Background: an optimization exercise with open tools, aiming at small area and a short achievable clock period. Do not read the settings as production practice. RTL that was checked went through simulation tests only; none was proved equivalent to the original. Only the layout flow was run in run 3; the RTL was not checked for function there. Power figures rest on the tool's default switching activity, not on a simulated workload.

==> design.v <==
module regread_bit(s, r, o);
	input [7:0] s, r;
	output o;
	assign o = ~(~((s[0]&r[0]) | (s[1]&r[1]) | (s[2]&r[2]))
	           & ~((s[3]&r[3]) | (s[4]&r[4]) | (s[5]&r[5]))
	           & ~((s[6]&r[6]) | (s[7]&r[7])));
endmodule
module ALU(A,B,datapath_in,asel,bsel,shift,ALUop,ALUout,status);
	input [15:0] A,B,datapath_in;
	input asel,bsel;
	input [1:0] shift,ALUop;
	output [15:0] ALUout;
	output status;
	wire cN = ~bsel & ~shift[1] & ~shift[0];
	wire cL = ~bsel & ~shift[1] &  shift[0];
	wire cR = ~bsel &  shift[1];
	wire cS = ~bsel &  shift[1] &  shift[0];
	wire [15:0] Bl = {B[14:0],1'b0};
	wire [15:0] Br = {B[15]&cS,B[15:1]};
	wire [15:0] Bd = {11'd0,datapath_in[4:0]};
	wire [15:0] bin = ({16{cN}} & B) | ({16{cL}} & Bl) | ({16{cR}} & Br) | ({16{bsel}} & Bd);
	wire [15:0] ain = A & {16{~asel}};
	wire sub = ~ALUop[1] & ALUop[0];
	wire [15:0] bb = bin ^ {16{sub}};
	wire [15:0] p = ain ^ bb;
	wire [15:0] g = ain & bb;
	wire [15:0] k = ain | bb;
	wire [15:0] G0 = {g[15:1], g[0] | (p[0] & sub)};
	wire [15:0] G1,P1,G2,P2,G3,P3,G4;
	genvar i;
	generate for (i=0;i<16;i=i+1) begin : sk
		if (i%2==1) begin
			assign G1[i] = G0[i] | (p[i] & G0[i-1]);
			assign P1[i] = p[i] & p[i-1];
		end else begin
			assign G1[i] = G0[i]; assign P1[i] = p[i];
		end
		if (i%4>=2) begin
			assign G2[i] = G1[i] | (P1[i] & G1[(i/4)*4+1]);
			assign P2[i] = P1[i] & P1[(i/4)*4+1];
		end else begin
			assign G2[i] = G1[i]; assign P2[i] = P1[i];
		end
		if (i%8>=4) begin
			assign G3[i] = G2[i] | (P2[i] & G2[(i/8)*8+3]);
			assign P3[i] = P2[i] & P2[(i/8)*8+3];
		end else begin
			assign G3[i] = G2[i]; assign P3[i] = P2[i];
		end
		if (i>=8) assign G4[i] = G3[i] | (P3[i] & G3[7]);
		else assign G4[i] = G3[i];
	end endgenerate
	wire [15:0] cy = {G4[14:0], sub};
	wire [15:0] sum = p ^ cy;
	wire [15:0] lg = ALUop[0] ? ~bb : g;
	assign ALUout = ALUop[1] ? lg : sum;
	wire [15:0] kk = {k[14:0], sub};
	wire [15:0] zb = ALUop[1] ? ~lg : ~(p ^ kk);
	assign status = &zb;
endmodule
module datapath(clk,readnum,vsel,loada,loadb,shift,asel,bsel,ALUop,loadc,loads,writenum,write,datapath_in,status,datapath_out);
	input [2:0] readnum,writenum;
	input clk,vsel,loada,loadb,asel,bsel,loadc,loads,write;
	input [1:0] shift,ALUop;
	input [15:0] datapath_in;
	output status;
	output [15:0] datapath_out;
	reg [15:0] R0,R1,R2,R3,R4,R5,R6,R7;
	reg [15:0] A,B,C;
	reg S;
	assign datapath_out = C;
	assign status = S;
	wire [15:0] wd = vsel ? datapath_in : C;
	always @(posedge clk) begin
		if (write && writenum==3'd0) R0 <= wd;
		if (write && writenum==3'd1) R1 <= wd;
		if (write && writenum==3'd2) R2 <= wd;
		if (write && writenum==3'd3) R3 <= wd;
		if (write && writenum==3'd4) R4 <= wd;
		if (write && writenum==3'd5) R5 <= wd;
		if (write && writenum==3'd6) R6 <= wd;
		if (write && writenum==3'd7) R7 <= wd;
	end
	wire [7:0] rs = 8'd1 << readnum;
	wire [15:0] rd;
	genvar j;
	generate for (j=0;j<16;j=j+1) begin : rdbit
		regread_bit rb(rs, {R7[j],R6[j],R5[j],R4[j],R3[j],R2[j],R1[j],R0[j]}, rd[j]);
	end endgenerate
	always @(posedge clk) begin
		if (loada) A <= rd;
		if (loadb) B <= rd;
	end
	wire [15:0] alu_out;
	wire alu_zero;
	ALU alu(A,B,datapath_in,asel,bsel,shift,ALUop,alu_out,alu_zero);
	always @(posedge clk) begin
		if (loadc) C <= alu_out;
		if (loads) S <= alu_zero;
	end
endmodule
==> flow/run.sh <==
#!/bin/bash
# Layout flow: the standard.sh (the standard ORFS flow) with these changes:
#  - synthesis: the same ORFS synthesis script, except that the ALU and the register
#    file read slices are kept as modules during technology mapping and each module is
#    mapped with its own ABC script (my_abc.tcl); afterwards the design is flattened and
#    renamed exactly as synth_recipe.tcl does. The flip-flops (names and cell types) are
#    checked against the standard synthesis; if they differ the standard synthesis
#    is used instead.
#  - half/full adder cells are kept out (their outputs are slow),
#  - port buffers are plain buf cells (buffer_ports otherwise picks slow delay cells),
#  - timing repair may resize a cell to one of another footprint,
#  - a smaller clock tree (knobs.sh).
# Each step's full log is under orfs/logs; the make output goes to flow_*.log here.
set -euo pipefail
W=$PWD
source flow/knobs.sh
PLATFORM_DONT_USE=$(make -s -C "$FLOW_HOME" DESIGN_CONFIG="$W/config.mk" WORK_HOME="$W/orfs" print-DONT_USE_CELLS | sed -n 's/^DONT_USE_CELLS: //p')
EXTRA_DONT_USE="sky130_fd_sc_hd__ha_1 sky130_fd_sc_hd__ha_2 sky130_fd_sc_hd__ha_4 sky130_fd_sc_hd__fa_1 sky130_fd_sc_hd__fa_2 sky130_fd_sc_hd__fa_4"
ARGS=(MATCH_CELL_FOOTPRINT=0 "DONT_USE_CELLS=$PLATFORM_DONT_USE $EXTRA_DONT_USE" "CTS_ARGS=$CTS")
export BUFFER_PORTS_ARGS="-buffer_cell $PORT_BUF"

# 1. the standard synthesis, kept for the flip-flop comparison
bash standard.sh "${ARGS[@]}" synth > flow_ref_synth.log 2>&1
RES=orfs/results/sky130hd/datapath/base
cp $RES/1_2_yosys.v ref_synth.v
rm -rf orfs

# 2. the per-module-mapped synthesis
sed -e "s#^\(\s*\)log_cmd abc {\*}\$abc_args#\1my_abc \$abc_args#" "$FLOW_HOME/scripts/synth.tcl" > my_synth.tcl
grep -q "my_abc \$abc_args" my_synth.tcl
{ echo "source $W/flow/my_abc.tcl"; sed -e "s#source \$::env(SCRIPTS_DIR)/synth.tcl#source $W/my_synth.tcl#" synth_recipe.tcl; } > my_synth_recipe.tcl
grep -q "source $W/my_synth.tcl" my_synth_recipe.tcl
sed -e "s#SYNTH_SCRIPT=[^ ]*#SYNTH_SCRIPT=$W/my_synth_recipe.tcl#" standard.sh > my_standard.sh
export MY_ABC_MODULES="ALU $W/flow/abc_alu.script regread_bit $W/flow/abc_rest.script datapath $W/flow/abc_rest.script"
bash my_standard.sh "${ARGS[@]}" "SYNTH_KEEP_MODULES=ALU regread_bit" synth > flow_synth.log 2>&1

ffs() { grep -oE "sky130_fd_sc_hd__[a-z0-9_]*df[a-z0-9_]* +[^ ]+" "$1" | sort; }
if [[ "$(ffs ref_synth.v)" != "$(ffs $RES/1_2_yosys.v)" ]]; then
  echo "flip-flops differ from the standard synthesis; using it" > synth_fallback.txt
  rm -rf orfs
  bash standard.sh "${ARGS[@]}" synth > flow_synth.log 2>&1
fi

# 3. the rest of the flow
bash my_standard.sh "${ARGS[@]}" "SYNTH_KEEP_MODULES=ALU regread_bit" finish > flow_standard.log 2>&1
==> flow/abc_alu.script <==
strash
dch
map -B 0.9
topo
stime -c
buffer -c
upsize -c
dnsize -c
==> flow/abc_rest.script <==
&get -n
&st
&dch
&nf -a
&put
==> flow/knobs.sh <==
PORT_BUF=sky130_fd_sc_hd__buf_2
CTS="-sink_clustering_enable -repair_clock_nets -dont_use_dummy_load -buf_list {sky130_fd_sc_hd__clkbuf_4 sky130_fd_sc_hd__clkbuf_8} -sink_clustering_size 20 -sink_clustering_max_diameter 60"
==> flow/my_abc.tcl <==
# Technology mapping per module: the ALU (the critical paths) with ORFS's area
# script, the rest (register file read slices, write data, decoders) with an
# area-oriented &nf mapping. Replaces synth.tcl's single "abc" call.
proc my_abc { abc_args } {
  set i [lsearch -exact $abc_args -script]
  set rest [lreplace $abc_args $i [expr { $i + 1 }]]
  foreach {mod script} $::env(MY_ABC_MODULES) {
    log_cmd abc -script $script {*}$rest $mod
  }
}
==> standard.sh <==
#!/bin/bash
# synth_recipe.tcl (not shown) runs the flow's synth.tcl, then flattens the netlist and writes it again
# the make line also repeats each setting of config.mk as NAME=value (left out here)
make -C /OpenROAD-flow-scripts/flow DESIGN_CONFIG=/design/flow/config.mk WORK_HOME=/design/flow/orfs CLKGATE_MAP_FILE= SYNTH_SCRIPT=/design/flow/synth_recipe.tcl "${@:-finish}"
==> config.mk <==
export PLATFORM = sky130hd
export DESIGN_NAME = datapath
export DESIGN_NICKNAME = datapath
export VERILOG_FILES = /design/flow/design.v
export SDC_FILE = /design/flow/constraint.sdc
export NUM_CORES = 4
export LEC_CHECK = 0
export CAP_MARGIN = 20
export CORE_MARGIN = 2
export CORE_UTILIZATION = 50
export SETUP_SLACK_MARGIN = 2.5
export SLEW_MARGIN = 20
==> constraint.sdc <==
create_clock -name core_clock -period 5.0 [get_ports {clk}]
set_input_delay 1.0000 -clock core_clock [delete_from_list [all_inputs] [get_ports {clk}]]
set_output_delay 1.0000 -clock core_clock [all_outputs]
set_load 0.01 [all_outputs]
==> impl_summary.txt, run 1 <==
----------------------------------------------------
[Outcome]
  Result of the run ... complete, no violations

[Finish]
  Most common cell after layout, fill and taps aside ... edfxtp_1
  Fraction of layout instances using a drive strength above 1 ... between 20% and 30%
  Top library cells by usage in the layout, fill and taps aside ... edfxtp_1 (177), nand2_1 (150), nand3_1 (80)
  Area added between synthesis and finish ... 17.6%
  Number of inserted filler cells in the final layout ... between 1000 and 1500
  Summed area of non-filler cells in the final layout ... between 9000 and 10000 um^2
  Final-stage net count ... 874
  Count of antenna diodes in the layout ... 0

[Placement]
  Detailed-placement wirelength estimate ... around 14000 um
  Final weighted congestion of routability-driven global placement ... 0.889
  Setup WS pre-CTS ... 1.60 ns
  Number of I/O port buffers ... slightly above 50
  Placement-stage cell area ... 9060 um^2

[Drt]
  First-iteration detailed-routing DRC count ... between 500 and 600
  Total detailed-routing wirelength ... approximately 21000 um
  Remaining antenna violation count after routing ... 0
  Detailed-router iteration count before antenna repair ... 5
  Ratio of routed vias to standard cells ... ~5.8
  Wire per inst ... about 20 um
  Residual DRC ... 0
  Via total after detailed routing ... around 6200

[Power and ir drop]
  Power density of the placed cells ... about 300 nW/um^2
  Worst IR drop on VDD ... around 0.00018 V
  P_leak ... around 3.9 nW

[Global route]
  Aggregate global routing overflow ... 0
  Wire length of the first global-routing pass ... ~33000 um
  Largest net degree at the start of global routing ... 28
  Tot GR Track Use ... 24.2%
  Antenna violations before repair ... 0
  Vias in the first global route ... between 5000 and 6000

[Worst setup path]
  Crit start category ... input port
  Type of the worst setup path ... in -> reg
  Data arrival time of the worst path ... roughly 2.8 ns
  Most frequent cell on the critical path ... nand2_1
  Worst Path Required ... around 5.2 ns
  Crit path max fanout ... 7
  Worst path cell trace ... buf_2, clkinvlp_4, buf_12, nand2_1, nand3b_1, inv_2, a21oi_4, nand2_4, nand2_2, nand2_1, nor2_1, nand2_1, nand3_1, nand2_1
  Master of the slowest instance on the critical path ... nand3b_1
  R2R cell count ... 16
  Largest stage delay on the critical path ... 0.24 ns
  Capture point of the worst path ... C[14]$_DFFE_PP_
  Worst Setup End Kind ... register
  Origin of the critical flop-to-flop path ... B[2]$_DFFE_PP_
  Launching element of the worst setup path ... asel
  Reg2reg end ... C[15]$_DFFE_PP_
  R2r setup slk ... a little under 3 ns

[Synth]
  Dominant combinational cell family by area after synthesis ... simple AND/OR/NAND/NOR gates
  Post-synthesis async set-or-reset flop share ... 0%
  Compound-gate portion of the synthesized area ... under 10%
  Netlist Area Pre-Place ... between 8000 and 9000 um^2
  Multiplexer share of the synthesized area ... around 2.1%
  Basic-gate share of the synthesized area counting and, or, nand and nor cells ... about 22%
  Syn Area/Cell ... 11.5 um^2
  Count of flip-flops with a built-in enable after synthesis ... between 150 and 200
  Ys flop type ... edfxtp_1
  Seq/Total Area, Yosys ... 63.0%
  Gate Count Post-Synth ... between 700 and 800
  Synth Area in Adders ... 0%
  Register bit total from synthesis ... ~180
  Post-synthesis share of cell area spent on xor and xnor gates ... a little over 1%
  Synthesis warning total ... 1
  Post-synth cell types ... 47
  Post-synthesis net count ... about 770

[STA]
  Worst-margin pin slew ... 0.995 ns
  Final min period ... roughly 2.6 ns
  Final TNS setup ... 0 ns
  Slew margin rel. ... 33.6%
  Final clock period utilization by the worst path ... roughly 51%
  Crit path setup slack, layout ... 2.43 ns
  Setup-failing EPs final ... 0
  Highest clock rate ... 0.389 GHz
  Final Max Slew Viols ... 0
  Final hold violations ... 0
  RSZ-0062 raised after global routing ... true
  Setup skew after layout ... a little under 0.04 ns

[Floorplanning]
  Die width ... about 130 um
  Initial Utilization ... 51.1%
  Area of the die ... between 15000 and 20000 um^2
  Die span in y ... 134 um
  Area of the core region ... between 15000 and 20000 um^2
  Io pins ... 52
  Number of cell rows ... 47

[Job]
  Number of max-capacitance violations reported ... 0

[Clock tree]
  TritonCTS clock tree ... built
  CTS Sinks ... between 150 and 200
  Clock insertion delay at the later pin of the skew report ... approximately 0.44 ns
  Clock buffer depth ... 2
  Clock transition at the registers of the reported paths ... 0.08 ns
  H-Tree Depth ... 4
  Number of buffers added by the clock tree synthesis step ... 17
  Hold Buf Count CTS ... 0
  Clock Tree Root ... clkbuf_8

[Worst hold path]
  Worst hold-check path type ... reg -> reg

----------------------------------------------------
-- cell type report --
class / instances / area, um^2 / area share, %
Multi-Input combinational cell: 486 / 3100 / 31.2
Tap cell: 220 / 275 / 2.77
Inverter: 59 / 250 / 2.52
Timing Repair Buffer: 98 / 747 / 7.53
Clock buffer: 17 / 234 / 2.36
Sequential cell: 177 / 5320 / 53.6
-- metal layers --
| layer | vias to the layer above | global-route usage [%] | part of all wire (%) |
|---|---|---|---|
| met5 | - | 0 | 0 |
| met4 | 0 | 6.91 | 1.6 |
| met3 | 31 | 3.70 | 4.6 |
| met2 | 180 | 41.4 | 51 |
| met1 | 3009 | 32.4 | 43 |
| li1 | 2947 | - | - |
-- cells in the mapped netlist, types with 4 or more instances --
cell type	n	area [um^2]
a21oi_1	10	50.1
a222oi_1	32	320
a22oi_1	16	120
buf_2	6	30.0
edfxtp_1	177	5320
inv_1	52	195
inv_2	4	15.0
mux2_1	16	180
nand2_1	170	638
nand2_2	29	181
nand3_1	90	450
nand3_2	9	90.1
nand4_1	24	150
nor2_1	23	86.3
o211ai_1	9	67.6
o21ai_0	9	45.0
o22ai_1	4	25.0
xnor2_1	4	35.0
-- repair_timing --
item | 4_1_cts | 5_1_grt
cloned | 1 | 1
gates resized for setup | 53 | 36
hold endpoints to repair | 0 | 0
endpoints found under the setup margin | 14 | 12
pin swaps | 23 | 31
setup buffers | 24 | 12
-- per-module statistics from Yosys (local to each module, per instance) --
module	cells inside	flops+latches
regread_bit	4	0
ALU	463	0
datapath	209	177
-- through the flow --
step / util (%) / std cells / hold WS (ns) / power [mW]
after detailed placement: 54.8 / 1002 / 0.561 / 2.27
after global routing: 60.0 / 1057 / 0.608 / 3.18
after CTS: 58.8 / 1044 / 0.573 / 3.03
final: 60.0 / 1057 / 0.574 / 3.06
after floorplan: - / 736 / 0.532 / 2.11
after global placement: 54.8 / 1002 / 0.550 / 2.26
-- cells by family after synthesis --
group,count (synthesis)
simple gates,376
flops,177
compound gates,86
buf+inv,73
mux,16
xor+xnor,8
-- worst min-delay path by stage --
stage / depth (start not counted) / slack (ns) / endpoint / from
5_1_grt: 2 / 0.61 / B[8]$_DFFE_PP_ / R5[8]$_DFFE_PP_
4_1_cts: 2 / 0.57 / A[4]$_DFFE_PP_ / R7[4]$_DFFE_PP_
3_5_place_dp: 2 / 0.56 / B[2]$_DFFE_PP_ / R7[2]$_DFFE_PP_
6_report: 2 / 0.57 / B[4]$_DFFE_PP_ / R7[4]$_DFFE_PP_
3_3_place_gp: 2 / 0.55 / B[2]$_DFFE_PP_ / R7[2]$_DFFE_PP_
2_1_floorplan: 2 / 0.53 / A[0]$_DFFE_PP_ / R7[0]$_DFFE_PP_
-- power breakdown --
group | internal (mW) | total [mW] | leakage (nW) | switching, mW
Combinational | 0.207 | 0.562 | 2.13 | 0.354
Sequential | 1.73 | 1.77 | 1.65 | 0.0356
Clock | 0.301 | 0.728 | 0.122 | 0.427
Total | 2.24 | 3.06 | 3.91 | 0.817
-- critical path: cells and delay by family --
family / cells / cell delay [ns]
AOI/OAI and AO/OA: 1 / 0.18
buffers and inverters: 4 / 0.68
and+or+nand+nor: 9 / 0.88
==> run 2: changes to the inputs <==
==> flow/knobs.sh (replaced) <==
PORT_BUF=sky130_fd_sc_hd__buf_2
CTS="-sink_clustering_enable -repair_clock_nets -dont_use_dummy_load -buf_list {sky130_fd_sc_hd__clkbuf_8} -sink_clustering_size 30 -sink_clustering_max_diameter 100"
==> impl_summary.txt, run 2 <==
----------------------------------------------------
[Outcome]
  Result of the run ... complete, no violations

[STA]
  Crit path setup slack, layout ... between 2 and 2.5 ns
  Highest clock rate ... approximately 0.4 GHz
  Setup-failing EPs final ... 0
  Final Max Slew Viols ... 0
  Final worst hold slack ... 0.574 ns
  Final min period ... around 2.6 ns
  Final clock period utilization by the worst path ... between 50% and 60%
  Worst-margin pin slew ... roughly 1 ns
  Final TNS setup ... 0 ns
  RSZ-0062 raised after global routing ... true
  Setup skew after layout ... 0.0393 ns
  Slew margin rel. ... about a third
  Final hold violations ... 0

[Power and ir drop]
  P_leak ... approximately 4 nW
  Final total power ... 3.06 mW
  Power density of the placed cells ... between 300 and 400 nW/um^2
  Worst IR drop on VDD ... around 0.00018 V

[Worst setup path]
  CP top delay family ... simple AND/OR/NAND/NOR gates
  Crit path max fanout ... 7
  Worst Path Required ... between 5 and 6 ns
  R2r setup slk ... 2.91 ns
  Cell count along the critical path ... 14
  Type of the worst setup path ... in -> reg
  Worst Setup End Kind ... register
  Master of the slowest instance on the critical path ... nand3b_1
  R2R cell count ... 16
  Worst path cell trace ... buf_2, clkinvlp_4, buf_12, nand2_1, nand3b_1, inv_2, a21oi_4, nand2_4, nand2_2, nand2_1, nor2_1, nand2_1, nand3_1, nand2_1
  CP bufs+invs ... 4
  Most frequent cell on the critical path ... nand2_1
  Origin of the critical flop-to-flop path ... B[2]$_DFFE_PP_
  Reg2reg end ... C[15]$_DFFE_PP_
  Largest stage delay on the critical path ... 0.24 ns
  Crit start category ... input port
  Data arrival time of the worst path ... between 2 and 3 ns

[Floorplanning]
  Initial Utilization ... about half
  Area of the core region ... roughly 17000 um^2
  Area of the die ... 17900 um^2
  Io pins ... 52
  Die span in y ... ~130 um
  Number of cell rows ... 47
  Die width ... approximately 130 um

[Synth]
  Post-synthesis share of cell area spent on xor and xnor gates ... slightly above 1%
  Synthesis warning total ... 1
  Post-synth cell types ... 47
  Count of flip-flops with a built-in enable after synthesis ... 177
  Netlist Area Pre-Place ... ~8400 um^2
  Dominant combinational cell family by area after synthesis ... simple AND/OR/NAND/NOR gates
  Count leader, synth ... edfxtp_1
  Proportion of netlist area held by the largest area contributor ... a little over three fifths
  Post-synthesis net count ... 771
  Post-synthesis async set-or-reset flop share ... 0%
  Leading cell types by total area after synthesis ... edfxtp_1 (63%), nand2_1 (7.6%), nand3_1 (5.3%), a222oi_1 (3.8%), inv_1 (2.3%)
  Gate Count Post-Synth ... between 700 and 800
  Commonest cells post-synth ... edfxtp_1 (177), nand2_1 (170), nand3_1 (90)
  Ys flop type ... edfxtp_1
  Post-synthesis cell type with the largest combined area ... edfxtp_1
  Compound-gate portion of the synthesized area ... 7.93%
  Seq/Total Area, Yosys ... between 60% and 70%
  Syn Area/Cell ... ~11 um^2
  Multiplexer share of the synthesized area ... under 10%
  Basic-gate share of the synthesized area counting and, or, nand and nor cells ... about 22%
  Register bit total from synthesis ... roughly 180
  Synth Area in Adders ... 0%

[Worst hold path]
  Worst hold-check path type ... reg -> reg
  Worst Hold Path Cells ... 2
  Worst Min Path Start ... R7[4]$_DFFE_PP_
  Worst-case hold path end point ... B[4]$_DFFE_PP_

[Clock tree]
  CTS Sinks ... approximately 180
  Clock transition at the registers of the reported paths ... 0.08 ns
  Number of buffers added by the clock tree synthesis step ... 17
  H-Tree Depth ... 4
  Clock Tree Root ... clkbuf_8
  TritonCTS clock tree ... built
  Clock insertion delay at the later pin of the skew report ... 0.44 ns
  Clock buffer depth ... 2
  Hold Buf Count CTS ... 0

[Finish]
  Top library cells by usage in the layout, fill and taps aside ... edfxtp_1 (177), nand2_1 (150), nand3_1 (80)
  Most common cell after layout, fill and taps aside ... edfxtp_1
  Final-stage net count ... 874
  Area added between synthesis and finish ... 17.6%
  Summed area of non-filler cells in the final layout ... 9920 um^2
  Count of antenna diodes in the layout ... 0
  Fraction of layout instances using a drive strength above 1 ... a little over a quarter

[Drt]
  Total detailed-routing wirelength ... 21200 um
  Detailed-router iteration count before antenna repair ... 5
  First-iteration detailed-routing DRC count ... roughly 530
  Wire per inst ... about 20 um
  Ratio of routed vias to standard cells ... around 6
  Via total after detailed routing ... 6167
  Remaining antenna violation count after routing ... 0
  Residual DRC ... 0

[Placement]
  Number of I/O port buffers ... between 50 and 60
  Final weighted congestion of routability-driven global placement ... about 0.89
  Setup WS pre-CTS ... roughly 1.6 ns
  Placement-stage cell area ... a little over 9000 um^2
  Detailed-placement wirelength estimate ... approximately 14000 um

[Global route]
  Wire length of the first global-routing pass ... 32600 um
  Largest net degree at the start of global routing ... 28
  Aggregate global routing overflow ... 0
  Vias in the first global route ... roughly 6000
  Tot GR Track Use ... between 20 and 25%
  Antenna violations before repair ... 0

[Job]
  Number of max-capacitance violations reported ... 0

----------------------------------------------------
## run 2: cell counts after synthesis
Identical to the previous run, type by type.
## run 2: layer usage
layer | global-route usage, % | part of all wire [%]
met2 | 41.4 | 51
met1 | 32.4 | 43
met5 | 0 | 0
met3 | 3.70 | 4.6
met4 | 6.91 | 1.6
## run 2: Yosys stat by module, one instance, submodules excluded
module	cells	times used
ALU	463	1
datapath	209	1
regread_bit	4	16
## run 2: cells by family (layout without fill, tap and decap cells)
| group | after synthesis | count (layout) |
|---|---|---|
| simple gates | 376 | 376 |
| buf+inv | 73 | 174 |
| xor+xnor | 8 | 8 |
| mux | 16 | 16 |
| compound gates | 86 | 86 |
| flops | 177 | 177 |
## run 2: worst register-to-register path, cell delays in order (launching register included)
cell and delay, ns:
edfxtp_1 0.46, nand3_1 0.12, nand2_1 0.06, inv_1 0.07, nand4_1 0.14, nand3_2 0.16, nand3_2 0.11, nand2_1 0.09
nand2_1 0.07, nand2_2 0.10, nand2_2 0.08, nand2_4 0.12, nand2_2 0.09, nand2_1 0.06, nand2_1 0.04, nand3_1 0.06
nand2_1 0.05
## run 2: power by group
| group | switching (mW) | total, mW | internal [mW] |
|---|---|---|---|
| Clock | 0.427 | 0.728 | 0.301 |
| Sequential | 0.0356 | 1.77 | 1.73 |
| Combinational | 0.354 | 0.562 | 0.207 |
## run 2: layout make-up
type	count	area [um^2]
fill	1347	6600
sequential	177	5320
multi-input combinational	486	3100
timing repair buffer	98	747
tap	220	275
inverter	59	250
clock buffer	17	234
## run 2: timing repair
item,CTS,global route
resized for setup,53,36
setup endpoints to repair,14,12
setup buffers,24,12
pin swaps,23,31
gates cloned,1,1
## run 2: per-stage QoR
stage / instances / utilization [%]
after floorplan: 736 / -
after global placement: 1002 / 54.8
after detailed placement: 1002 / 54.8
after CTS: 1044 / 58.8
after global routing: 1057 / 60.0
final: 1057 / 60.0
## run 2: how the worst max path moves through the flow
stage	slack (ns)	to	startpoint
2_1_floorplan	2.26	C[15]$_DFFE_PP_	bsel
4_1_cts	2.51	C[11]$_DFFE_PP_	shift[1]
3_5_place_dp	1.60	C[15]$_DFFE_PP_	shift[0]
3_3_place_gp	1.68	C[15]$_DFFE_PP_	shift[0]
6_report	2.43	C[14]$_DFFE_PP_	asel
5_1_grt	2.30	C[10]$_DFFE_PP_	bsel
==> run 3: changes to the inputs <==
--- a/design.v
+++ b/design.v
@@ -5,12 +5,16 @@
 	           & ~((s[3]&r[3]) | (s[4]&r[4]) | (s[5]&r[5]))
 	           & ~((s[6]&r[6]) | (s[7]&r[7])));
 endmodule
-module ALU(A,B,datapath_in,asel,bsel,shift,ALUop,ALUout,status);
+module ALU(A,B,datapath_in,asel,bsel,shift,ALUop,C,S,loadc,loads,C_next,S_next);
 	input [15:0] A,B,datapath_in;
 	input asel,bsel;
 	input [1:0] shift,ALUop;
-	output [15:0] ALUout;
-	output status;
+	input [15:0] C;
+	input S, loadc, loads;
+	output [15:0] C_next;
+	output S_next;
+	wire [15:0] ALUout;
+	wire status;
 	wire cN = ~bsel & ~shift[1] & ~shift[0];
 	wire cL = ~bsel & ~shift[1] &  shift[0];
 	wire cR = ~bsel &  shift[1];
@@ -57,6 +61,8 @@
 	wire [15:0] kk = {k[14:0], sub};
 	wire [15:0] zb = ALUop[1] ? ~lg : ~(p ^ kk);
 	assign status = &zb;
+	assign C_next = loadc ? ALUout : C;
+	assign S_next = loads ? status : S;
 endmodule
 module datapath(clk,readnum,vsel,loada,loadb,shift,asel,bsel,ALUop,loadc,loads,writenum,write,datapath_in,status,datapath_out);
 	input [2:0] readnum,writenum;
@@ -91,11 +97,11 @@
 		if (loada) A <= rd;
 		if (loadb) B <= rd;
 	end
-	wire [15:0] alu_out;
-	wire alu_zero;
-	ALU alu(A,B,datapath_in,asel,bsel,shift,ALUop,alu_out,alu_zero);
+	wire [15:0] C_next;
+	wire S_next;
+	ALU alu(A,B,datapath_in,asel,bsel,shift,ALUop,C,S,loadc,loads,C_next,S_next);
 	always @(posedge clk) begin
-		if (loadc) C <= alu_out;
-		if (loads) S <= alu_zero;
+		C <= C_next;
+		S <= S_next;
 	end
 endmodule
--- a/flow/run.sh
+++ b/flow/run.sh
@@ -1,7 +1,7 @@
 #!/bin/bash
 # Layout flow: the standard.sh (the standard ORFS flow) with these changes:
-#  - synthesis: the same ORFS synthesis script, except that the ALU and the register
-#    file read slices are kept as modules during technology mapping and each module is
+#  - synthesis: the same ORFS synthesis script, except that some modules (knobs.sh, and
+#    the one-gate g_* modules) are kept as modules during technology mapping and each is
 #    mapped with its own ABC script (my_abc.tcl); afterwards the design is flattened and
 #    renamed exactly as synth_recipe.tcl does. The flip-flops (names and cell types) are
 #    checked against the standard synthesis; if they differ the standard synthesis
@@ -26,13 +26,26 @@
 rm -rf orfs
 
 # 2. the per-module-mapped synthesis
+MODS=""
+for m in $(grep -oE "^\s*module\s+g_[A-Za-z0-9_]+" design.v | awk '{print $2}'); do
+  # only the ones instantiated (yosys drops the others)
+  if grep -qE "^\s*$m\s" design.v; then MODS="$MODS $m abc_rest.script"; fi
+done
+MODS="$MODS $ABC_MODULES"
+export MY_ABC_MODULES=""
+KEEP=""
+set -- $MODS
+while [[ $# -gt 0 ]]; do
+  MY_ABC_MODULES="$MY_ABC_MODULES $1 $W/flow/$2"
+  [[ "$1" != datapath ]] && KEEP="$KEEP $1"
+  shift 2
+done
 sed -e "s#^\(\s*\)log_cmd abc {\*}\$abc_args#\1my_abc \$abc_args#" "$FLOW_HOME/scripts/synth.tcl" > my_synth.tcl
 grep -q "my_abc \$abc_args" my_synth.tcl
 { echo "source $W/flow/my_abc.tcl"; sed -e "s#source \$::env(SCRIPTS_DIR)/synth.tcl#source $W/my_synth.tcl#" synth_recipe.tcl; } > my_synth_recipe.tcl
 grep -q "source $W/my_synth.tcl" my_synth_recipe.tcl
 sed -e "s#SYNTH_SCRIPT=[^ ]*#SYNTH_SCRIPT=$W/my_synth_recipe.tcl#" standard.sh > my_standard.sh
-export MY_ABC_MODULES="ALU $W/flow/abc_alu.script regread_bit $W/flow/abc_rest.script datapath $W/flow/abc_rest.script"
-bash my_standard.sh "${ARGS[@]}" "SYNTH_KEEP_MODULES=ALU regread_bit" synth > flow_synth.log 2>&1
+bash my_standard.sh "${ARGS[@]}" "SYNTH_KEEP_MODULES=$KEEP" synth > flow_synth.log 2>&1
 
 ffs() { grep -oE "sky130_fd_sc_hd__[a-z0-9_]*df[a-z0-9_]* +[^ ]+" "$1" | sort; }
 if [[ "$(ffs ref_synth.v)" != "$(ffs $RES/1_2_yosys.v)" ]]; then
@@ -42,4 +55,4 @@
 fi
 
 # 3. the rest of the flow
-bash my_standard.sh "${ARGS[@]}" "SYNTH_KEEP_MODULES=ALU regread_bit" finish > flow_standard.log 2>&1
+bash my_standard.sh "${ARGS[@]}" "SYNTH_KEEP_MODULES=$KEEP" finish > flow_standard.log 2>&1
==> flow/knobs.sh (replaced) <==
PORT_BUF=sky130_fd_sc_hd__buf_2
CTS="-sink_clustering_enable -repair_clock_nets -dont_use_dummy_load -buf_list {sky130_fd_sc_hd__clkbuf_4 sky130_fd_sc_hd__clkbuf_8} -sink_clustering_size 20 -sink_clustering_max_diameter 60"
# modules kept through technology mapping, each with its ABC script (the one-gate
# g_* modules of the design are added with abc_rest.script)
ABC_MODULES="ALU abc_alu.script regread_bit abc_rest.script datapath abc_rest.script"
--- a/config.mk
+++ b/config.mk
@@ -10,3 +10,4 @@
 export CORE_UTILIZATION = 50
 export SETUP_SLACK_MARGIN = 2.5
 export SLEW_MARGIN = 20
+export SYNTH_HIERARCHICAL = 1
==> impl_summary.txt, run 3 <==
----------------------------------------------------
[Synth]
  Leading cell types by total area after synthesis ... edfxtp_1 (58%), nand2_1 (10%), nand3_1 (4.6%), dfxtp_1 (4.1%), a222oi_1 (3.8%)
  Commonest cells post-synth ... nand2_1 (224), edfxtp_1 (160), nand3_1 (77)
  Ys flop type ... edfxtp_1
  Post-synthesis async set-or-reset flop share ... 0%
  Count leader, synth ... nand2_1
  Post-synth cell types ... 38
  Proportion of netlist area held by the largest area contributor ... around 58%
  Count of flip-flops with a built-in enable after synthesis ... 160
  Post-synthesis cell type with the largest combined area ... edfxtp_1
  Seq/Total Area, Yosys ... 61.8%
  Gate Count Post-Synth ... 776
  Netlist Area Pre-Place ... approximately 8300 um^2
  Syn Area/Cell ... 10.7 um^2
  Register bit total from synthesis ... ~180
  Post-synthesis net count ... between 800 and 900
  Synthesis warning total ... 7

[Finish]
  Final core utilization ... a little over 60%
  Final-stage net count ... between 900 and 1000
  Area added between synthesis and finish ... 22.7%
  Number of inserted filler cells in the final layout ... approximately 1300
  Most common cell after layout, fill and taps aside ... nand2_1
  Fraction of layout instances using a drive strength above 1 ... around 29%
  Top library cells by usage in the layout, fill and taps aside ... nand2_1 (169), edfxtp_1 (160), nand3_1 (58)
  Count of antenna diodes in the layout ... 0

[Drt]
  Wire length on met3 ... between 1000 and 1500 um
  DRT met1 WL ... about 9300 um
  Wire per inst ... 20.2 um
  Residual DRC ... 0
  Detailed-router iteration count before antenna repair ... 7
  Ratio of routed vias to standard cells ... about 5.8
  Max layer used ... met4
  Via total after detailed routing ... between 6000 and 7000
  Remaining antenna violation count after routing ... 0
  Total detailed-routing wirelength ... between 20000 and 25000 um
  First-iteration detailed-routing DRC count ... 673
  Routed length on met2 ... ~11000 um

[Global route]
  Aggregate global routing overflow ... 0
  Tot GR Track Use ... 25.4%
  Largest net degree at the start of global routing ... 22
  Vias in the first global route ... between 6000 and 7000
  Antenna violations before repair ... 1
  Wire length of the first global-routing pass ... about 34000 um

[Floorplanning]
  Number of cell rows ... between 40 and 50
  Area of the die ... roughly 18000 um^2
  Die span in y ... around 130 um
  Die width ... ~130 um
  Initial Utilization ... around 51%
  Area of the core region ... roughly 16000 um^2
  Io pins ... 52

[STA]
  Slew margin rel. ... a little under a third
  Crit path setup slack, layout ... between 2 and 2.5 ns
  Final min period ... about 2.6 ns
  Setup skew after layout ... between 0.03 and 0.04 ns
  RSZ-0062 raised after global routing ... true
  Final clock period utilization by the worst path ... 51.6%
  Final Max Slew Viols ... 0
  Highest clock rate ... approximately 0.39 GHz
  Worst-margin pin slew ... between 1 and 1.5 ns
  Setup-failing EPs final ... 0
  Final TNS setup ... 0 ns
  Final hold violations ... 0

[Worst setup path]
  Origin of the critical flop-to-flop path ... B[4]$_DFFE_PP_
  Data arrival time of the worst path ... roughly 3.0 ns
  R2r setup slk ... ~3.0 ns
  Worst Setup End Kind ... register
  Crit path max fanout ... 8
  Crit start category ... input port
  Type of the worst setup path ... in -> reg
  R2R cell count ... 18
  Reg2reg end ... C[11]$_DFF_P_
  Worst Path Required ... 5.38 ns

[Placement]
  Detailed-placement wirelength estimate ... 14600 um
  Setup WS pre-CTS ... about 1.4 ns
  Number of I/O port buffers ... 51
  Final weighted congestion of routability-driven global placement ... 0.942

[Clock tree]
  CTS Sinks ... between 150 and 200
  Hold Buf Count CTS ... 0
  Clock insertion delay at the later pin of the skew report ... 0.45 ns
  H-Tree Depth ... 4
  TritonCTS clock tree ... built
  Clock transition at the registers of the reported paths ... around 0.070 ns
  Clock Tree Root ... clkbuf_8
  Number of buffers added by the clock tree synthesis step ... 17
  Clock buffer depth ... 2

[Worst hold path]
  Worst Hold Path Cells ... 2
  Worst Min Path Start ... S$_DFF_P_
  Worst-case hold path end point ... S$_DFF_P_
  Worst hold-check path type ... reg -> reg

[Outcome]
  Result of the run ... complete, no violations

[Power and ir drop]
  Power density of the placed cells ... around 310 nW/um^2
  Worst IR drop on VDD ... 0.000219 V
  P_leak ... 4.20 nW
  Final total power ... 3.18 mW

[Job]
  Number of max-capacitance violations reported ... 0

----------------------------------------------------
[run 3: routing by layer]
metal | vias to the layer above | GRT usage (%)
met5 | - | 0
met4 | 0 | 8.60
met3 | 47 | 4.29
met2 | 211 | 43.5
met1 | 3134 | 32.9
li1 | 3027 | -
[run 3: stage by stage]
step,cell area [um^2],cells,hold WS [ns]
floorplan,8470,776,0.473
global placement,9000,1039,0.437
detailed placement,9000,1039,0.468
CTS,9580,1076,0.478
global route,10200,1110,0.495
finish,10200,1110,0.476
[run 3: worst max-delay path by stage]
| stage | startpoint | endpoint | slack (ns) | cells after the start |
|---|---|---|---|---|
| 6_report | bsel | S$_DFF_P_ | 2.42 | 12 |
| 5_1_grt | bsel | S$_DFF_P_ | 2.31 | 17 |
| 4_1_cts | shift[0] | C[13]$_DFF_P_ | 2.50 | 19 |
| 3_5_place_dp | shift[1] | C[13]$_DFF_P_ | 1.43 | 20 |
| 3_3_place_gp | shift[1] | C[13]$_DFF_P_ | 1.44 | 20 |
| 2_1_floorplan | bsel | C[14]$_DFF_P_ | 2.24 | 13 |
[run 3: final cells by class]
| type | count | area, um^2 | area share [%] |
|---|---|---|---|
| inverter | 61 | 251 | 2.46 |
| timing repair buffer | 113 | 887 | 8.69 |
| clock buffer | 17 | 234 | 2.29 |
| multi-input combinational | 522 | 3420 | 33.5 |
| sequential | 177 | 5140 | 50.4 |
| tap | 220 | 275 | 2.70 |
[run 3: kinds of logic after synthesis]
group	synth area share, %
compound gates	8.18
xor+xnor	3.08
buf+inv	3.62
flops	61.8
mux	2.16
simple gates	21.1
[run 3: where the power goes]
| group | internal (mW) | leakage [nW] | switching (mW) |
|---|---|---|---|
| registers | 1.72 | 1.63 | 0.0454 |
| clock network | 0.302 | 0.122 | 0.444 |
| logic | 0.256 | 2.45 | 0.412 |
| total | 2.28 | 4.20 | 0.901 |
[run 3: repair_timing]
action                     CTS  global route
resized for setup           48           101
setup endpoints to repair   16            12
pin swaps                   15            59
cloned                       0             1
setup buffers               20            33
hold endpoints to repair     0             0
[run 3: worst max-delay path: stages]
cell	delay, ns
buf_12	0.12
nor3_4	0.33
clkbuf_16	0.22
nand2_1	0.09
nand4_1	0.16
nand2_2	0.11
o21ai_0	0.30
nand4_1	0.20
nand3b_1	0.20
a21oi_1	0.12
nand2_1	0.06
nand2_1	0.05
[run 3: modules after synthesis, one instance, submodules excluded]
module,cells,times used
datapath,209,1
ALU,503,1
regread_bit,4,16
==> run 4: changes to the inputs <==
--- a/design.v
+++ b/design.v
@@ -5,16 +5,12 @@
 	           & ~((s[3]&r[3]) | (s[4]&r[4]) | (s[5]&r[5]))
 	           & ~((s[6]&r[6]) | (s[7]&r[7])));
 endmodule
-module ALU(A,B,datapath_in,asel,bsel,shift,ALUop,C,S,loadc,loads,C_next,S_next);
+module ALU(A,B,datapath_in,asel,bsel,shift,ALUop,ALUout,status);
 	input [15:0] A,B,datapath_in;
 	input asel,bsel;
 	input [1:0] shift,ALUop;
-	input [15:0] C;
-	input S, loadc, loads;
-	output [15:0] C_next;
-	output S_next;
-	wire [15:0] ALUout;
-	wire status;
+	output [15:0] ALUout;
+	output status;
 	wire cN = ~bsel & ~shift[1] & ~shift[0];
 	wire cL = ~bsel & ~shift[1] &  shift[0];
 	wire cR = ~bsel &  shift[1];
@@ -61,8 +57,6 @@
 	wire [15:0] kk = {k[14:0], sub};
 	wire [15:0] zb = ALUop[1] ? ~lg : ~(p ^ kk);
 	assign status = &zb;
-	assign C_next = loadc ? ALUout : C;
-	assign S_next = loads ? status : S;
 endmodule
 module datapath(clk,readnum,vsel,loada,loadb,shift,asel,bsel,ALUop,loadc,loads,writenum,write,datapath_in,status,datapath_out);
 	input [2:0] readnum,writenum;
@@ -97,11 +91,11 @@
 		if (loada) A <= rd;
 		if (loadb) B <= rd;
 	end
-	wire [15:0] C_next;
-	wire S_next;
-	ALU alu(A,B,datapath_in,asel,bsel,shift,ALUop,C,S,loadc,loads,C_next,S_next);
+	wire [15:0] alu_out;
+	wire alu_zero;
+	ALU alu(A,B,datapath_in,asel,bsel,shift,ALUop,alu_out,alu_zero);
 	always @(posedge clk) begin
-		C <= C_next;
-		S <= S_next;
+		if (loadc) C <= alu_out;
+		if (loads) S <= alu_zero;
 	end
 endmodule
==> flow/run.sh (replaced) <==
#!/bin/bash
# Layout flow: the standard.sh (the standard ORFS flow) with these changes:
#  - synthesis: the same ORFS synthesis script, except that the ALU and the register
#    file read slices are kept as modules during technology mapping and each module is
#    mapped with its own ABC script (my_abc.tcl); afterwards the design is flattened and
#    renamed exactly as synth_recipe.tcl does. The flip-flops (names and cell types) are
#    checked against the standard synthesis; if they differ the standard synthesis
#    is used instead.
#  - half/full adder cells are kept out (their outputs are slow),
#  - port buffers are plain buf cells (buffer_ports otherwise picks slow delay cells),
#  - timing repair may resize a cell to one of another footprint,
#  - a smaller clock tree (knobs.sh),
#  - area recovery after the global-route timing repair (post_grt.tcl, downsize.tcl).
# Each step's full log is under orfs/logs; the make output goes to flow_*.log here.
set -euo pipefail
W=$PWD
source flow/knobs.sh
PLATFORM_DONT_USE=$(make -s -C "$FLOW_HOME" DESIGN_CONFIG="$W/config.mk" WORK_HOME="$W/orfs" print-DONT_USE_CELLS | sed -n 's/^DONT_USE_CELLS: //p')
EXTRA_DONT_USE="sky130_fd_sc_hd__ha_1 sky130_fd_sc_hd__ha_2 sky130_fd_sc_hd__ha_4 sky130_fd_sc_hd__fa_1 sky130_fd_sc_hd__fa_2 sky130_fd_sc_hd__fa_4"
ARGS=(MATCH_CELL_FOOTPRINT=0 "DONT_USE_CELLS=$PLATFORM_DONT_USE $EXTRA_DONT_USE" "CTS_ARGS=$CTS")
export BUFFER_PORTS_ARGS="-buffer_cell $PORT_BUF"
export FLOW_DIR_OWN=$W/flow POST_GLOBAL_ROUTE_TCL=$W/flow/post_grt.tcl DS_GUARD

# 1. the standard synthesis, kept for the flip-flop comparison
bash standard.sh "${ARGS[@]}" synth > flow_ref_synth.log 2>&1
RES=orfs/results/sky130hd/datapath/base
cp $RES/1_2_yosys.v ref_synth.v
rm -rf orfs

# 2. the per-module-mapped synthesis
sed -e "s#^\(\s*\)log_cmd abc {\*}\$abc_args#\1my_abc \$abc_args#" "$FLOW_HOME/scripts/synth.tcl" > my_synth.tcl
grep -q "my_abc \$abc_args" my_synth.tcl
{ echo "source $W/flow/my_abc.tcl"; sed -e "s#source \$::env(SCRIPTS_DIR)/synth.tcl#source $W/my_synth.tcl#" synth_recipe.tcl; } > my_synth_recipe.tcl
grep -q "source $W/my_synth.tcl" my_synth_recipe.tcl
sed -e "s#SYNTH_SCRIPT=[^ ]*#SYNTH_SCRIPT=$W/my_synth_recipe.tcl#" standard.sh > my_standard.sh
export MY_ABC_MODULES="ALU $W/flow/abc_alu.script regread_bit $W/flow/abc_rest.script datapath $W/flow/abc_rest.script"
bash my_standard.sh "${ARGS[@]}" "SYNTH_KEEP_MODULES=ALU regread_bit" synth > flow_synth.log 2>&1

ffs() { grep -oE "sky130_fd_sc_hd__[a-z0-9_]*df[a-z0-9_]* +[^ ]+" "$1" | sort; }
if [[ "$(ffs ref_synth.v)" != "$(ffs $RES/1_2_yosys.v)" ]]; then
  echo "flip-flops differ from the standard synthesis; using it" > synth_fallback.txt
  rm -rf orfs
  bash standard.sh "${ARGS[@]}" synth > flow_synth.log 2>&1
fi

# 3. the rest of the flow
bash my_standard.sh "${ARGS[@]}" "SYNTH_KEEP_MODULES=ALU regread_bit" finish > flow_standard.log 2>&1
==> flow/downsize.tcl (new file) <==
# Area recovery after the last timing repair: each logic cell, most slack first, is
# swapped for the smallest cell of the same function (same name but drive strength)
# that keeps the design's worst setup slack (to within 1 ps), keeps the cell's own
# slack at least DS_GUARD ns above it, and adds no max slew/capacitance violation.
proc ds_ns {} { return [expr {[sta::worst_slack_cmd max] * 1e9}] }
proc ds_inst_slack { inst } {
  set s 1e9
  foreach p [get_pins -of_objects $inst] {
    set v [get_property $p slack_max]
    if { $v ne "" && $v ne "INF" && $v < $s } { set s $v }
  }
  return $s
}
proc ds_drv {} {
  return [expr {[sta::max_slew_violation_count] + [sta::max_capacitance_violation_count]}]
}
proc downsize { guard } {
  set dont_use [split $::env(DONT_USE_CELLS)]
  set areas [dict create]
  foreach lc [get_lib_cells *] {
    set n [get_name $lc]
    dict set areas $n [get_property $lc area]
  }
  set wns0 [ds_ns]
  set drv0 [ds_drv]
  set area0 0.0
  set items {}
  foreach inst [get_cells *] {
    set m [get_property $inst ref_name]
    if { [regexp {df|dl|clkbuf|clkinv|tap|fill|decap|conb|clkdly|dly} $m] } { continue }
    if { ![regexp {^(.*)_([0-9]+)$} $m -> base size] } { continue }
    lappend items [list [ds_inst_slack $inst] $inst $m $base]
  }
  set n_changed 0
  set saved 0.0
  foreach it [lsort -real -decreasing -index 0 $items] {
    lassign $it s0 inst m base
    if { $s0 < $wns0 + $guard } { continue }
    set cands {}
    dict for {n a} $areas {
      if { [regexp "^${base}_\[0-9\]+\$" $n] && $a < [dict get $areas $m] && [lsearch -exact $dont_use $n] < 0 } {
        lappend cands [list $a $n]
      }
    }
    foreach c [lsort -real -index 0 $cands] {
      lassign $c a n
      replace_cell $inst $n
      if { [ds_ns] >= $wns0 - 0.001 && [ds_inst_slack $inst] >= $wns0 + $guard && [ds_drv] <= $drv0 } {
        incr n_changed
        set saved [expr {$saved + [dict get $areas $m] - $a}]
        break
      }
      replace_cell $inst $m
    }
  }
  puts "downsize: $n_changed cells smaller, [format %.1f $saved] um2 less, worst slack [format %.3f $wns0] -> [format %.3f [ds_ns]]"
}
==> flow/knobs.sh (replaced) <==
PORT_BUF=sky130_fd_sc_hd__buf_2
CTS="-sink_clustering_enable -repair_clock_nets -dont_use_dummy_load -buf_list {sky130_fd_sc_hd__clkbuf_4 sky130_fd_sc_hd__clkbuf_8} -sink_clustering_size 20 -sink_clustering_max_diameter 60"
DS_GUARD=0.03
==> flow/post_grt.tcl (new file) <==
# After the global-route timing repair: area recovery (downsize.tcl), then the
# placement is legalized and the changed nets rerouted as the ORFS step does.
source $::env(FLOW_DIR_OWN)/downsize.tcl
global_route -start_incremental
downsize $::env(DS_GUARD)
detailed_placement
global_route -end_incremental
estimate_parasitics -global_routing
report_worst_slack -max
write_guides $::env(RESULTS_DIR)/route.guide
--- a/config.mk
+++ b/config.mk
@@ -10,4 +10,3 @@
 export CORE_UTILIZATION = 50
 export SETUP_SLACK_MARGIN = 2.5
 export SLEW_MARGIN = 20
-export SYNTH_HIERARCHICAL = 1
==> impl_summary.txt, run 4 <==
----------------------------------------------------
[Global route]
  Largest net degree at the start of global routing ... 28
  Tot GR Track Use ... roughly a quarter
  Wire length of the first global-routing pass ... between 30000 and 40000 um
  Aggregate global routing overflow ... 0
  Antenna violations before repair ... 0
  Vias in the first global route ... between 5000 and 6000

[Power and ir drop]
  Worst IR drop on VDD ... between 0.00015 and 0.0002 V
  Power density of the placed cells ... about 320 nW/um^2
  Final total power ... 3.00 mW
  P_leak ... between 3 and 4 nW

[Outcome]
  Result of the run ... complete, no violations

[Placement]
  Placement-stage cell area ... approximately 9100 um^2
  Number of I/O port buffers ... 51
  Detailed-placement wirelength estimate ... between 10000 and 15000 um
  Final weighted congestion of routability-driven global placement ... about 0.89

[Clock tree]
  Clock insertion delay at the later pin of the skew report ... between 0.4 and 0.5 ns
  CTS Sinks ... ~180
  Post-CTS Setup Inserts ... 24
  # resized after CTS ... between 50 and 60
  Hold Buf Count CTS ... 0
  Clock buffer depth ... 2
  Clock transition at the registers of the reported paths ... around 0.08 ns
  TritonCTS clock tree ... built
  Clock Tree Root ... clkbuf_8
  H-Tree Depth ... 4
  Number of buffers added by the clock tree synthesis step ... 17

[Finish]
  Final core utilization ... between 50% and 60%
  Number of inserted filler cells in the final layout ... 1450
  Final-stage net count ... between 800 and 900
  Top library cells by usage in the layout, fill and taps aside ... edfxtp_1 (177), nand2_1 (169), nand3_1 (87)
  Most common cell after layout, fill and taps aside ... edfxtp_1
  Multi-input combinational cell area ... 2900 um^2
  Area added between synthesis and finish ... 12.3%
  FF+latch area ... 5320 um^2
  Fraction of layout instances using a drive strength above 1 ... between 10% and 20%
  Count of antenna diodes in the layout ... 0
  Summed area of non-filler cells in the final layout ... 9480 um^2

[Worst setup path]
  Worst Setup End Kind ... register
  Type of the worst setup path ... in -> reg
  Data arrival time of the worst path ... 3.02 ns
  Most frequent cell on the critical path ... nand2_1
  Worst Path Required ... 5.19 ns
  Crit start category ... input port
  Master of the slowest instance on the critical path ... nor2_2
  R2R cell count ... 13
  CP top delay family ... simple AND/OR/NAND/NOR gates
  Worst path cell trace ... buf_6, clkinv_8, nor2_2, buf_2, nand4_1, nand2_1, nand2_1, nand2_4, buf_1, inv_1, nand2_1, nand3_1, nand4_1, nor2_1, nand2_1, nor2_1
  R2r setup slk ... around 3 ns
  Crit path max fanout ... 8
  Origin of the critical flop-to-flop path ... B[10]$_DFFE_PP_
  Largest stage delay on the critical path ... just under 0.3 ns
  CP bufs+invs ... 5
  Reg2reg end ... S$_DFFE_PP_

[Drt]
  Detailed-router iteration count before antenna repair ... 5
  Via total after detailed routing ... slightly above 6000
  First-iteration detailed-routing DRC count ... ~570
  Total detailed-routing wirelength ... about 21000 um
  Ratio of routed vias to standard cells ... roughly 5.9
  Wire per inst ... 20.0 um
  Residual DRC ... 0
  Remaining antenna violation count after routing ... 0

[STA]
  Final TNS setup ... 0 ns
  Worst-margin pin slew ... about 1.3 ns
  Final Max Slew Viols ... 0
  Highest clock rate ... around 0.35 GHz
  Setup skew after layout ... 0.0395 ns
  Setup-failing EPs final ... 0
  Final clock period utilization by the worst path ... 56.7%
  Slew margin rel. ... between 15 and 20%
  Final hold violations ... 0
  Final min period ... 2.84 ns

[Worst hold path]
  Worst-case hold path end point ... B[4]$_DFFE_PP_
  Worst Hold Path Cells ... 2
  Worst hold-check path type ... reg -> reg
  Worst Min Path Start ... R7[4]$_DFFE_PP_

[Synth]
  Commonest cells post-synth ... edfxtp_1 (177), nand2_1 (170), nand3_1 (90)
  Synthesis warning total ... 1
  Count leader, synth ... edfxtp_1
  Seq/Total Area, Yosys ... a little over three fifths
  Post-synth cell types ... 47
  Syn Area/Cell ... approximately 11 um^2
  Post-synthesis net count ... 771
  Post-synthesis cell type with the largest combined area ... edfxtp_1
  Netlist Area Pre-Place ... 8440 um^2
  Proportion of netlist area held by the largest area contributor ... a little over three fifths
  Count of flip-flops with a built-in enable after synthesis ... approximately 180
  Leading cell types by total area after synthesis ... edfxtp_1 (63%), nand2_1 (7.6%), nand3_1 (5.3%), a222oi_1 (3.8%), inv_1 (2.3%)
  Gate Count Post-Synth ... between 700 and 800
  Register bit total from synthesis ... 177
  Ys flop type ... edfxtp_1
  Post-synthesis async set-or-reset flop share ... 0%

[Floorplanning]
  Number of cell rows ... between 40 and 50
  Die width ... roughly 130 um
  Io pins ... 52
  Area of the die ... 17900 um^2
  Die span in y ... approximately 130 um
  Area of the core region ... between 15000 and 20000 um^2
  Initial Utilization ... approximately half

[Job]
  Number of max-capacitance violations reported ... 0

----------------------------------------------------
## run 4: cell families (layout without fill, tap and decap cells)
| group | count (synthesis) | in the layout | synth area share, % |
|---|---|---|---|
| flops | 177 | 177 | 63.0 |
| buf+inv | 73 | 174 | 3.71 |
| simple gates | 376 | 376 | 22.3 |
| mux | 16 | 16 | 2.13 |
| xor+xnor | 8 | 8 | 1.01 |
| compound gates | 86 | 86 | 7.93 |
## run 4: how the worst max path moves through the flow
stage | end | slack (ns) | startpoint | depth (start not counted)
2_1_floorplan | C[15]$_DFFE_PP_ | 2.26 | bsel | 18
3_3_place_gp | C[15]$_DFFE_PP_ | 1.68 | shift[0] | 17
3_5_place_dp | C[15]$_DFFE_PP_ | 1.60 | shift[0] | 17
4_1_cts | C[11]$_DFFE_PP_ | 2.51 | shift[1] | 16
6_report | S$_DFFE_PP_ | 2.16 | ALUop[0] | 16
## run 4: worst register-to-register path, delay by kind of cell (launching register included)
kind | cells | cell delay (ns)
buf+inv | 2 | 0.29
flops | 1 | 0.44
simple gates | 11 | 1.12
## run 4: through the flow
step	hold WS [ns]	worst slack, ns	cells
after global placement	0.550	1.68	1002
after floorplan	0.532	2.26	736
after CTS	0.573	2.51	1044
final	0.576	2.16	1057
after detailed placement	0.561	1.60	1002
## run 4: area by class of cell
class / count / area share [%]
Sequential cell: 177 / 56.1
Multi-Input combinational cell: 486 / 30.6
Timing Repair Buffer: 98 / 5.40
Tap cell: 220 / 2.90
Inverter: 59 / 2.59
Clock buffer: 17 / 2.47
## run 4: routing by layer
metal  wire (um)  GRT usage, %  up-vias  share of wire [%]
met5           0             0        -                  0
met4         335          6.91        0                1.6
met3        1010          3.70       30                4.8
met2       10600          41.4      183                 50
met1        9180          32.4     3026                 43
li1            -             -     2946                  -
## run 4: where the power goes
group | switching (mW) | total [mW] | internal [mW]
registers | 0.0347 | 1.77 | 1.73
logic | 0.339 | 0.505 | 0.166
clock network | 0.426 | 0.727 | 0.301
## run 4: per-module statistics from Yosys (local to each module, per instance)
module       flip-flops and latches  times used
datapath                        177           1
regread_bit                       0          16
ALU                               0           1
==> run 5: changes to the inputs <==
==> flow/knobs.sh (replaced) <==
PORT_BUF=sky130_fd_sc_hd__buf_2
CTS="-sink_clustering_enable -repair_clock_nets -dont_use_dummy_load -buf_list {sky130_fd_sc_hd__clkbuf_4 sky130_fd_sc_hd__clkbuf_8} -sink_clustering_size 20 -sink_clustering_max_diameter 60"
DS_GUARD=0.00
==> impl_summary.txt, run 5 <==
----------------------------------------------------
[Floorplanning]
  Number of cell rows ... between 40 and 50
  Area of the core region ... about 17000 um^2
  Die width ... ~130 um
  Io pins ... 52
  Area of the die ... between 15000 and 20000 um^2
  Die span in y ... around 130 um
  Initial Utilization ... between 50 and 60%

[Worst setup path]
  Worst Setup End Kind ... register
  Worst path cell trace ... buf_6, nor3_2, buf_1, nand2_1, nand3_1, nand2_1, nand2_1, nor2_1, inv_2, nand2_1, nor2_2, nand2_1, nor2_1, nand2_1, nand2_1, nand2_1, nand3_1, nand2_1
  Data arrival time of the worst path ... between 3 and 4 ns
  Launching element of the worst setup path ... shift[1]
  Type of the worst setup path ... in -> reg
  Largest stage delay on the critical path ... 0.28 ns
  Origin of the critical flop-to-flop path ... B[3]$_DFFE_PP_
  Crit path max fanout ... 7
  Crit start category ... input port
  Worst Path Required ... 5.19 ns
  CP top delay family ... simple AND/OR/NAND/NOR gates
  CP bufs+invs ... 3
  Most frequent cell on the critical path ... nand2_1
  Master of the slowest instance on the critical path ... nor3_2

[Clock tree]
  Clock transition at the registers of the reported paths ... about 0.080 ns
  Number of buffers added by the clock tree synthesis step ... 17
  Post-CTS Setup Inserts ... 24
  # resized after CTS ... 53
  Clock insertion delay at the later pin of the skew report ... 0.44 ns
  H-Tree Depth ... 4
  Clock Tree Root ... clkbuf_8
  Clock buffer depth ... 2
  CTS Sinks ... between 150 and 200
  Hold Buf Count CTS ... 0
  TritonCTS clock tree ... built

[Synth]
  Gate Count Post-Synth ... 736
  Seq/Total Area, Yosys ... 63.0%
  Netlist Area Pre-Place ... roughly 8400 um^2
  Proportion of netlist area held by the largest area contributor ... between 60 and 70%
  Leading cell types by total area after synthesis ... edfxtp_1 (63%), nand2_1 (7.6%), nand3_1 (5.3%), a222oi_1 (3.8%), inv_1 (2.3%)
  Post-synth cell types ... 47
  Synthesis warning total ... 1
  Commonest cells post-synth ... edfxtp_1 (177), nand2_1 (170), nand3_1 (90)
  Post-synthesis net count ... around 770
  Count of flip-flops with a built-in enable after synthesis ... roughly 180
  Syn Area/Cell ... between 10 and 15 um^2
  Count leader, synth ... edfxtp_1
  Post-synthesis async set-or-reset flop share ... 0%
  Register bit total from synthesis ... approximately 180
  Post-synthesis cell type with the largest combined area ... edfxtp_1
  Ys flop type ... edfxtp_1

[Placement]
  Detailed-placement wirelength estimate ... about 14000 um
  Final weighted congestion of routability-driven global placement ... between 0.8 and 0.9
  Setup WS pre-CTS ... 1.60 ns
  Number of I/O port buffers ... 51

[Drt]
  Residual DRC ... 0
  Remaining antenna violation count after routing ... 0
  Total detailed-routing wirelength ... 21200 um
  First-iteration detailed-routing DRC count ... around 520
  Detailed-router iteration count before antenna repair ... 6
  Via total after detailed routing ... a little over 6000
  Wire per inst ... around 20 um
  Ratio of routed vias to standard cells ... 5.85

[STA]
  Final TNS setup ... 0 ns
  Highest clock rate ... approximately 0.35 GHz
  Final min period ... roughly 2.8 ns
  Final clock period utilization by the worst path ... between 50% and 60%
  Final hold violations ... 0
  Crit path setup slack, layout ... 2.15 ns
  Final Max Slew Viols ... 0
  Setup skew after layout ... a little under 0.04 ns
  Slew margin rel. ... between 10% and 20%
  Setup-failing EPs final ... 0
  Worst-margin pin slew ... around 1.3 ns

[Global route]
  Largest net degree at the start of global routing ... 28
  Vias in the first global route ... about 6000
  Aggregate global routing overflow ... 0
  Tot GR Track Use ... ~24%
  Wire length of the first global-routing pass ... around 33000 um
  Antenna violations before repair ... 0

[Outcome]
  Result of the run ... complete, no violations

[Job]
  Number of max-capacitance violations reported ... 0

[Finish]
  Final-stage net count ... 874
  Fraction of layout instances using a drive strength above 1 ... 7.29%
  Area added between synthesis and finish ... 9.19%
  Count of antenna diodes in the layout ... 0
  Top library cells by usage in the layout, fill and taps aside ... nand2_1 (196), edfxtp_1 (177), nand3_1 (97)
  Number of inserted filler cells in the final layout ... about 1500
  Most common cell after layout, fill and taps aside ... nand2_1

[Power and ir drop]
  Power density of the placed cells ... between 300 and 400 nW/um^2
  Worst IR drop on VDD ... approximately 0.00017 V
  P_leak ... about 3.5 nW

[Worst hold path]
  Worst Min Path Start ... R7[4]$_DFFE_PP_
  Worst hold-check path type ... reg -> reg

----------------------------------------------------
## run 5: cell types whose count changed in the layout (fill, tap and decap cells not counted), moves of 5 or more
cell,previous run,this run
nand3_2,12,2
buf_1,80,85
nand3_1,87,97
nand2_2,27,4
nand2_1,169,196
## run 5: per-module statistics from Yosys, one instance, submodules excluded
module	times used	flops+latches
ALU	1	0
datapath	1	177
regread_bit	16	0
## run 5: kinds of logic (layout without fill, tap and decap cells)
family,count (synthesis),in the layout,synth area share [%]
muxes,16,16,2.13
xor gates and xnor gates,8,8,1.01
DFF,177,177,63.0
AOI/OAI and AO/OA,86,86,7.93
buffers and inverters,73,174,3.71
and+or+nand+nor,376,376,22.3
## run 5: report_power, final
group / internal [mW] / switching (mW) / leakage [nW]
combinational: 0.150 / 0.323 / 1.68
clock: 0.301 / 0.429 / 0.122
sequential: 1.73 / 0.0340 / 1.65
total: 2.18 / 0.787 / 3.46
## run 5: final timing paths
check                                       end  depth (start not counted)  slack (ns)
worst min register to register   B[4]$_DFFE_PP_                          2        0.57
worst max register to register   C[9]$_DFFE_PP_                         18        2.81
worst max-delay path            C[15]$_DFFE_PP_                         18        2.15
worst min-delay path             B[4]$_DFFE_PP_                          2        0.57
## run 5: cell type report
class / instances / area [um^2] / share of cell area, %
sequential: 177 / 5320 / 57.7
tap: 220 / 275 / 2.99
timing repair buffer: 98 / 430 / 4.67
clock buffer: 17 / 234 / 2.54
multi-input combinational: 486 / 2720 / 29.5
inverter: 59 / 245 / 2.66
## run 5: metrics by stage
step	power, mW	cell area, um^2	hold WS (ns)	utilization (%)	cells
floorplan	2.11	8510	0.532	-	736
global placement	2.26	9060	0.550	54.8	1002
detailed placement	2.27	9060	0.561	54.8	1002
CTS	3.03	9710	0.573	58.8	1044
finish	2.97	9220	0.571	55.8	1057
## run 5: worst min-delay path, cell delays in order, from the launching register on
cell	delay [ns]
edfxtp_1	0.32
a22oi_1	0.06
nand3_1	0.09
## run 5: routing by layer
metal,track usage (%),vias up,part of all wire [%]
li1,-,2946,-
met1,32.4,3012,44
met2,41.4,188,50
met3,3.70,33,4.6
met4,6.91,0,1.6
met5,0,-,0

static timing again, ports no longer ideal:
How much do the figures lean on ideal ports? The routed layouts below were timed once more, with nothing changed but the port constraints.
Step 1 sets driving cells, clkbuf_16 on the clock port and buf_2 on the other inputs (assumed; they add their load-dependent delay and slew).
Step 2 also shifts input and output timing later by t, the mid clock arrival at the registers, as if the neighbouring blocks saw the same clock.
Three values: ideal, step 1, step 2; two values: the first two.
| run | shift t [ns] | setup slack, ns | hold WS [ns] | cell pins on the clock port's net |
|---|---|---|---|---|
| run 1 | 0.463 | 2.430 / 2.429 / 1.966 | 0.574 / 0.574 / 0.574 | 1 |
| run 2 | 0.463 | 2.430 / 2.429 / 1.966 | 0.574 / 0.574 / 0.574 | 1 |
| run 3 | 0.473 | 2.419 / 2.410 / 1.937 | 0.476 / 0.476 / 0.476 | 1 |
| run 4 | 0.464 | 2.165 / 2.165 / 1.702 | 0.576 / 0.576 / 0.576 | 1 |
| run 5 | 0.465 | 2.153 / 2.163 / 1.698 | 0.571 / 0.571 / 0.571 | 1 |
After both steps every run listed still meets setup and hold. For run 3, which loses most, drivers alone change the setup slack by -0.009 ns; drivers and shift together by -0.482 ns.
